What follows belongs to an exercise in optimizing a design on an open flow for small area; a production flow would make more cautious choices. At most, simulation tests tie the RTL to the original design; equivalence was not proved. Power and IR drop assume default switching activity. The clock port is modelled as an ideal driver; clocking choices that lean on that would not hold on a real chip.

## max_pooling2x2
module max_pooling2x2 
	#(	parameter DATA_WIDTH = 32,
		parameter IMAGE_WIDTH = 28)
	(	clk,
		rst_n,
		i_valid,
		i_data,
		o_data,
		o_valid
	);
Size: ~610 cells after synthesis, about 460 flip-flops, ~15000 um^2 of cells after synthesis.
Settings: LEC_CHECK=0, CAP_MARGIN=0, CORE_MARGIN=2, CORE_UTILIZATION=70, SLEW_MARGIN=0, SYNTH_HIERARCHICAL=1, SYNTH_MINIMUM_KEEP_SIZE=0; clock period 30.0 ns.
standard.sh (not shown) runs the stock make flow with config.mk's settings and CLKGATE_MAP_FILE= SYNTH_SCRIPT=/design/flow/synth_recipe.tcl, a recipe that flattens the netlist after the stock synthesis.
==> flow/flow/run.sh <==
#!/bin/bash
# Own layout flow: the standard synthesis, then every combinational cell
# set to its smallest drive strength (placement repair sizes up what needs
# it), then the standard layout with minimum-size port buffers and a
# clock tree built from fewer, larger clusters.
set -euo pipefail
LIB=$FLOW_HOME/platforms/$FLOW_PLATFORM/lib/sky130_fd_sc_hd__tt_025C_1v80.lib
RES=orfs/results/$FLOW_PLATFORM/max_pooling2x2/base

bash standard.sh synth > synth.log 2>&1
python3 flow/downsize.py "$LIB" $RES/1_2_yosys.v > downsize.log 2>&1

export BUFFER_PORTS_ARGS="-buffer_cell sky130_fd_sc_hd__buf_1"
export CTS_ARGS="-sink_clustering_enable -repair_clock_nets -sink_clustering_size 30 -sink_clustering_max_diameter 100 -buf_list sky130_fd_sc_hd__clkbuf_16 -dont_use_dummy_load"
bash standard.sh finish > layout.log 2>&1
Other scripts of this flow, unchanged in this note and not shown: flow/flow/downsize.py
Change:
--- a/flow/flow/run.sh
+++ b/flow/flow/run.sh
@@ -12,4 +12,4 @@
 
 export BUFFER_PORTS_ARGS="-buffer_cell sky130_fd_sc_hd__buf_1"
-export CTS_ARGS="-sink_clustering_enable -repair_clock_nets -sink_clustering_size 30 -sink_clustering_max_diameter 100 -buf_list sky130_fd_sc_hd__clkbuf_16 -dont_use_dummy_load"
+export CTS_ARGS="-sink_clustering_enable -repair_clock_nets -sink_clustering_size 33 -sink_clustering_max_diameter 100 -buf_list sky130_fd_sc_hd__clkbuf_16 -sink_clustering_buffer sky130_fd_sc_hd__clkbuf_16 -tree_buf sky130_fd_sc_hd__clkbuf_4 -root_buf sky130_fd_sc_hd__clkbuf_4 -dont_use_dummy_load"
 bash standard.sh finish > layout.log 2>&1
--- a/flow/config.mk
+++ b/flow/config.mk
@@ -6,8 +6,8 @@
 export NUM_CORES = 8
 export LEC_CHECK = 0
-export CAP_MARGIN = 0
+export CAP_MARGIN = 20
 export CORE_MARGIN = 2
 export CORE_UTILIZATION = 70
-export SLEW_MARGIN = 0
+export SLEW_MARGIN = 20
 export SYNTH_HIERARCHICAL = 1
 export SYNTH_MINIMUM_KEEP_SIZE = 0
=> Register-to-register slack gets worse by 110 ps. Routed wire length grows by 2.6%. Sequential share of layout area grows by 0.32 points. Setup slack gets better by 110 ps. Flip-flop and latch count does not change. Global-route usage grows by 0.34 points. Clock skew grows by 40 ps. Core utilization shrinks by 0.28 points.
Function was not checked in any run of this note: the RTL went through the layout flow alone.

---

## run a
Another version of the RTL of max_pooling2x2 (not shown whole).
For scale: roughly 610 cells after synthesis, ~68 I/O pins, ~0.015 mm² of cells after synthesis.
==> flow/config.mk <==
export PLATFORM = sky130hd
export DESIGN_NAME = max_pooling2x2
export DESIGN_NICKNAME = max_pooling2x2
export VERILOG_FILES = /design/flow/design.v
export SDC_FILE = /design/flow/constraint.sdc
export NUM_CORES = 8
export LEC_CHECK = 0
export CAP_MARGIN = 20
export CORE_MARGIN = 2
export CORE_UTILIZATION = 70
export CTS_BUF_LIST = sky130_fd_sc_hd__clkbuf_8
export CTS_CLUSTER_DIAMETER = 60
export CTS_CLUSTER_SIZE = 16
export SLEW_MARGIN = 20
export SYNTH_HIERARCHICAL = 1
export SYNTH_MINIMUM_KEEP_SIZE = 0
==> flow/constraint.sdc <==
create_clock -name core_clock -period 30.0 [get_ports {clk}]
set_input_delay 6.0000 -clock core_clock [delete_from_list [all_inputs] [get_ports {clk}]]
set_output_delay 6.0000 -clock core_clock [all_outputs]
set_load 0.01 [all_outputs]
run.sh (not shown) runs the stock make flow with config.mk's settings and CLKGATE_MAP_FILE= SYNTH_SCRIPT=/design/flow/synth_recipe.tcl, a recipe that flattens the netlist after the stock synthesis.
Stock flow here: none of the scripts above is used.
Run a: flow completed, timing, DRC and antenna clean
What run b does differently from run a at the input level:
diff --git a/flow/config.mk b/flow/config.mk
--- a/flow/config.mk
+++ b/flow/config.mk
@@ -10,5 +10,5 @@
 export CORE_UTILIZATION = 70
-export CTS_BUF_LIST = sky130_fd_sc_hd__clkbuf_8
-export CTS_CLUSTER_DIAMETER = 60
-export CTS_CLUSTER_SIZE = 16
+export CTS_BUF_LIST = sky130_fd_sc_hd__clkbuf_16
+export CTS_CLUSTER_DIAMETER = 100
+export CTS_CLUSTER_SIZE = 30
 export SLEW_MARGIN = 20
Findings:
On power dissipated in sequential cells, run a and run b are neck and neck.
Delta(wire length on met1, run b - run a) > 0
Between run a and run b, initial antenna violation count is higher for run a, run b comes in under that.
Run b vs run a, clock network power went down by about 6.4%.
Between run a and run b, the flow reports routed via count decreasing by a few percent.
Run b vs. run a: sum of internal, switching and leakage power dropped 1.6%; final cycle utilization of the critical path barely changed.
Looking at core utilization, run b sits 0.37 points lower than run a does.

---

== try-juniper ==
Another version of the RTL of max_pooling2x2 (not shown whole).
Size: roughly 990 cells after synthesis, about 68 I/O pins, about 14000 sq um of cells after synthesis.
export LEC_CHECK = 0
export CAP_MARGIN = 0
export CORE_MARGIN = 2
export CORE_UTILIZATION = 85
export SLEW_MARGIN = 0
export SYNTH_HIERARCHICAL = 1
export SYNTH_MINIMUM_KEEP_SIZE = 0
create_clock -name core_clock -period 30.0 [get_ports {clk}]
standard.sh (not shown) runs the stock make flow with config.mk's settings and CLKGATE_MAP_FILE= SYNTH_SCRIPT=/design/flow/synth_recipe.tcl, a recipe that flattens the netlist after the stock synthesis.
==> flow/flow/run.sh <==
#!/bin/bash
# Own layout flow: the standard synthesis, then every combinational cell
# set to its smallest drive strength (placement repair sizes up what needs
# it), then the standard layout with minimum-size port buffers and a
# clock tree built from fewer, larger clusters.
set -euo pipefail
LIB=$FLOW_HOME/platforms/$FLOW_PLATFORM/lib/sky130_fd_sc_hd__tt_025C_1v80.lib
RES=orfs/results/$FLOW_PLATFORM/max_pooling2x2/base

bash standard.sh synth > synth.log 2>&1
python3 flow/downsize.py "$LIB" $RES/1_2_yosys.v > downsize.log 2>&1

export BUFFER_PORTS_ARGS="-buffer_cell sky130_fd_sc_hd__buf_1"
export CTS_ARGS="-sink_clustering_enable -repair_clock_nets -sink_clustering_max_diameter 100 -buf_list sky130_fd_sc_hd__buf_12 -sink_clustering_buffer sky130_fd_sc_hd__buf_12 -tree_buf sky130_fd_sc_hd__clkbuf_4 -root_buf sky130_fd_sc_hd__clkbuf_4 -dont_use_dummy_load -sink_clustering_size 30"
bash standard.sh finish > layout.log 2>&1
Other scripts of this flow, unchanged in this note and not shown: flow/flow/downsize.py
diff inputs: try-juniper => try-delta
Settings: setting PLACE_DENSITY to 0.85 for the first time; changing CORE_UTILIZATION from 85 to 70.
--- a/flow/flow/run.sh
+++ b/flow/flow/run.sh
@@ -13,3 +13,3 @@
 export BUFFER_PORTS_ARGS="-buffer_cell sky130_fd_sc_hd__buf_1"
-export CTS_ARGS="-sink_clustering_enable -repair_clock_nets -sink_clustering_max_diameter 100 -buf_list sky130_fd_sc_hd__buf_12 -sink_clustering_buffer sky130_fd_sc_hd__buf_12 -tree_buf sky130_fd_sc_hd__clkbuf_4 -root_buf sky130_fd_sc_hd__clkbuf_4 -dont_use_dummy_load -sink_clustering_size 30"
+export CTS_ARGS="-sink_clustering_enable -repair_clock_nets -sink_clustering_max_diameter 100 -buf_list sky130_fd_sc_hd__buf_12 -sink_clustering_buffer sky130_fd_sc_hd__buf_12 -tree_buf sky130_fd_sc_hd__clkbuf_4 -root_buf sky130_fd_sc_hd__clkbuf_4 -dont_use_dummy_load -sink_clustering_size 34"
 bash standard.sh finish > layout.log 2>&1
Findings:
try-delta closes out successfully: all stages finished, all timing, DRC and antenna checks passed.
try-juniper reached the end of the flow, and the finished layout is clean on the timing, DRC and antenna checks.
Looking at critical path depth across try-delta and try-juniper, the one that comes out lower is try-juniper.
Between try-delta and try-juniper, the difference in fraction of area in multi-input gates is negligible.
The power share of the combinational group in try-delta sits 1.7 points below the value recorded for try-juniper.
try-juniper was routed with more vias than try-delta.
try-delta vs try-juniper on HPWL reported at the end of detailed placement: try-delta is the lower one.
Comparing try-juniper with try-delta, the sequential share of layout area came out essentially unchanged.
Taking try-juniper as the reference, in try-delta cell count higher; leakage component of the power held steady; number of placement rows now larger; area growth from synthesis to layout picked up an extra 0.16 points.
try-delta has clock network power share below what try-juniper had.
The inputs of try-garnet differ from those of try-delta as listed below.
Settings: removing PLACE_DENSITY (formerly 0.85).
--- a/flow/flow/run.sh
+++ b/flow/flow/run.sh
@@ -13,3 +13,3 @@
 export BUFFER_PORTS_ARGS="-buffer_cell sky130_fd_sc_hd__buf_1"
-export CTS_ARGS="-sink_clustering_enable -repair_clock_nets -sink_clustering_max_diameter 100 -buf_list sky130_fd_sc_hd__buf_12 -sink_clustering_buffer sky130_fd_sc_hd__buf_12 -tree_buf sky130_fd_sc_hd__clkbuf_4 -root_buf sky130_fd_sc_hd__clkbuf_4 -dont_use_dummy_load -sink_clustering_size 34"
+export CTS_ARGS="-sink_clustering_enable -repair_clock_nets -sink_clustering_size 30 -sink_clustering_max_diameter 100 -buf_list sky130_fd_sc_hd__buf_12 -sink_clustering_buffer sky130_fd_sc_hd__buf_12 -tree_buf sky130_fd_sc_hd__clkbuf_4 -root_buf sky130_fd_sc_hd__clkbuf_4 -dont_use_dummy_load"
 bash standard.sh finish > layout.log 2>&1
--- outcome ---
try-garnet has completed all stages; timing, DRC and antenna checks passed.
Taking try-delta as the reference, in try-garnet utilization moved up, global-route usage moved down, maximum ir drop on the vdd rail moved up.
try-garnet vs. try-delta: part of the total power dissipated in combinational logic went down by 0.3 points.
Buffering stage count on the worst path with inverters included delta for try-garnet relative to try-delta: 1 lower
The higher time the worst path needs with I/O delays and setup of try-delta and try-garnet is in try-garnet.
try-garnet against try-delta: combinational power -about 0.9%; half-perimeter wire length after placement -6.0%.
Status: clock latency of the later-clocked register in the worst-skew pair parity (try-garnet, try-delta)
The inputs of try-zinc differ from those of try-garnet as listed below.
Settings: an added PLACE_DENSITY of 0.85.
--- a/flow/flow/run.sh
+++ b/flow/flow/run.sh
@@ -13,3 +13,3 @@
 export BUFFER_PORTS_ARGS="-buffer_cell sky130_fd_sc_hd__buf_1"
-export CTS_ARGS="-sink_clustering_enable -repair_clock_nets -sink_clustering_size 30 -sink_clustering_max_diameter 100 -buf_list sky130_fd_sc_hd__buf_12 -sink_clustering_buffer sky130_fd_sc_hd__buf_12 -tree_buf sky130_fd_sc_hd__clkbuf_4 -root_buf sky130_fd_sc_hd__clkbuf_4 -dont_use_dummy_load"
+export CTS_ARGS="-sink_clustering_enable -repair_clock_nets -sink_clustering_max_diameter 100 -buf_list sky130_fd_sc_hd__buf_12 -sink_clustering_buffer sky130_fd_sc_hd__buf_12 -tree_buf sky130_fd_sc_hd__clkbuf_4 -root_buf sky130_fd_sc_hd__clkbuf_4 -dont_use_dummy_load -sink_clustering_size 30"
 bash standard.sh finish > layout.log 2>&1
Findings:
- From try-zinc to try-garnet, share of cell area taken by flip-flops and latches did not move at all.
- Taking try-garnet as the reference, in try-zinc met3 global-route usage rose 0.17 points; switching share of power rose 0.22 points.
- Changes observed in try-zinc relative to try-garnet: number of non-clock inverters has remained practically unchanged; total routed wirelength saw an increase; worst setup slack saw an increase; power per standard cell area rose by about 0.35%.
- | total stage count of the critical path | try-zinc vs try-garnet | about 2.6% higher |
- As far as top-level port count goes, try-zinc and try-garnet are indistinguishable; the numbers are identical.
### try-zinc -> try-cedar
--- a/flow/flow/run.sh
+++ b/flow/flow/run.sh
@@ -13,3 +13,3 @@
 export BUFFER_PORTS_ARGS="-buffer_cell sky130_fd_sc_hd__buf_1"
-export CTS_ARGS="-sink_clustering_enable -repair_clock_nets -sink_clustering_max_diameter 100 -buf_list sky130_fd_sc_hd__buf_12 -sink_clustering_buffer sky130_fd_sc_hd__buf_12 -tree_buf sky130_fd_sc_hd__clkbuf_4 -root_buf sky130_fd_sc_hd__clkbuf_4 -dont_use_dummy_load -sink_clustering_size 30"
+export CTS_ARGS="-sink_clustering_enable -repair_clock_nets -sink_clustering_max_diameter 100 -tree_buf sky130_fd_sc_hd__clkbuf_4 -root_buf sky130_fd_sc_hd__clkbuf_4 -dont_use_dummy_load -buf_list sky130_fd_sc_hd__buf_8 -sink_clustering_buffer sky130_fd_sc_hd__buf_8 -sink_clustering_size 23"
 bash standard.sh finish > layout.log 2>&1
R[0][6]$_DFF_P_ as the worst setup path endpoint was reported by try-cedar, and R[0][2]$_DFF_P_ by try-zinc.
Per the comparison of try-cedar with try-zinc, clock share of power fell 0.4 points, total routing usage reported by global routing flat, power per unit of standard cell area has decreased, power -0.47%.

re-timing with driven ports:
No port has a modelled driver above. Below, the same layouts with a new extraction and two added sets of constraints.
Step 1 (the two cells are an assumption about what drives the block):
set clk [get_ports {clk}]
set_driving_cell -lib_cell sky130_fd_sc_hd__clkbuf_16 $clk
set_driving_cell -lib_cell sky130_fd_sc_hd__buf_2 [delete_from_list [all_inputs] $clk]
Step 2 moves the port delays by t, midway between the first and last clock arrival at a register: inputs arrive t later, outputs are due t later. That takes back most of the time a late clock gives input paths.
a / b / c = no drivers / after step 1 / after step 2; a / b = the first two.
run	t, ns	setup slack, ns	worst setup path at the end	pins driven straight from the clock port
the first run of note 1	0.539	11.229 / 11.229 / 10.690	input to register	1
the second run of note 1	0.721	11.341 / 11.334 / 10.613	input to register	1
run a	0.593	12.713 / 12.730 / 12.137	input to register	1
run b	0.564	12.734 / 12.754 / 12.190	input to register	1
try-juniper	0.756	9.420 / 9.432 / 8.677	input to register	1
try-delta	0.691	10.773 / 10.787 / 10.097	input to register	1
try-garnet	0.707	10.186 / 10.208 / 9.501	input to register	1
try-zinc	0.721	10.825 / 10.840 / 10.119	input to register	1
try-cedar	0.758	10.864 / 10.878 / 10.120	input to register	1
After both steps setup and hold are still met in every run listed. For try-cedar, which loses most, drivers alone change the setup slack by +0.014 ns; drivers and shift together by -0.744 ns.
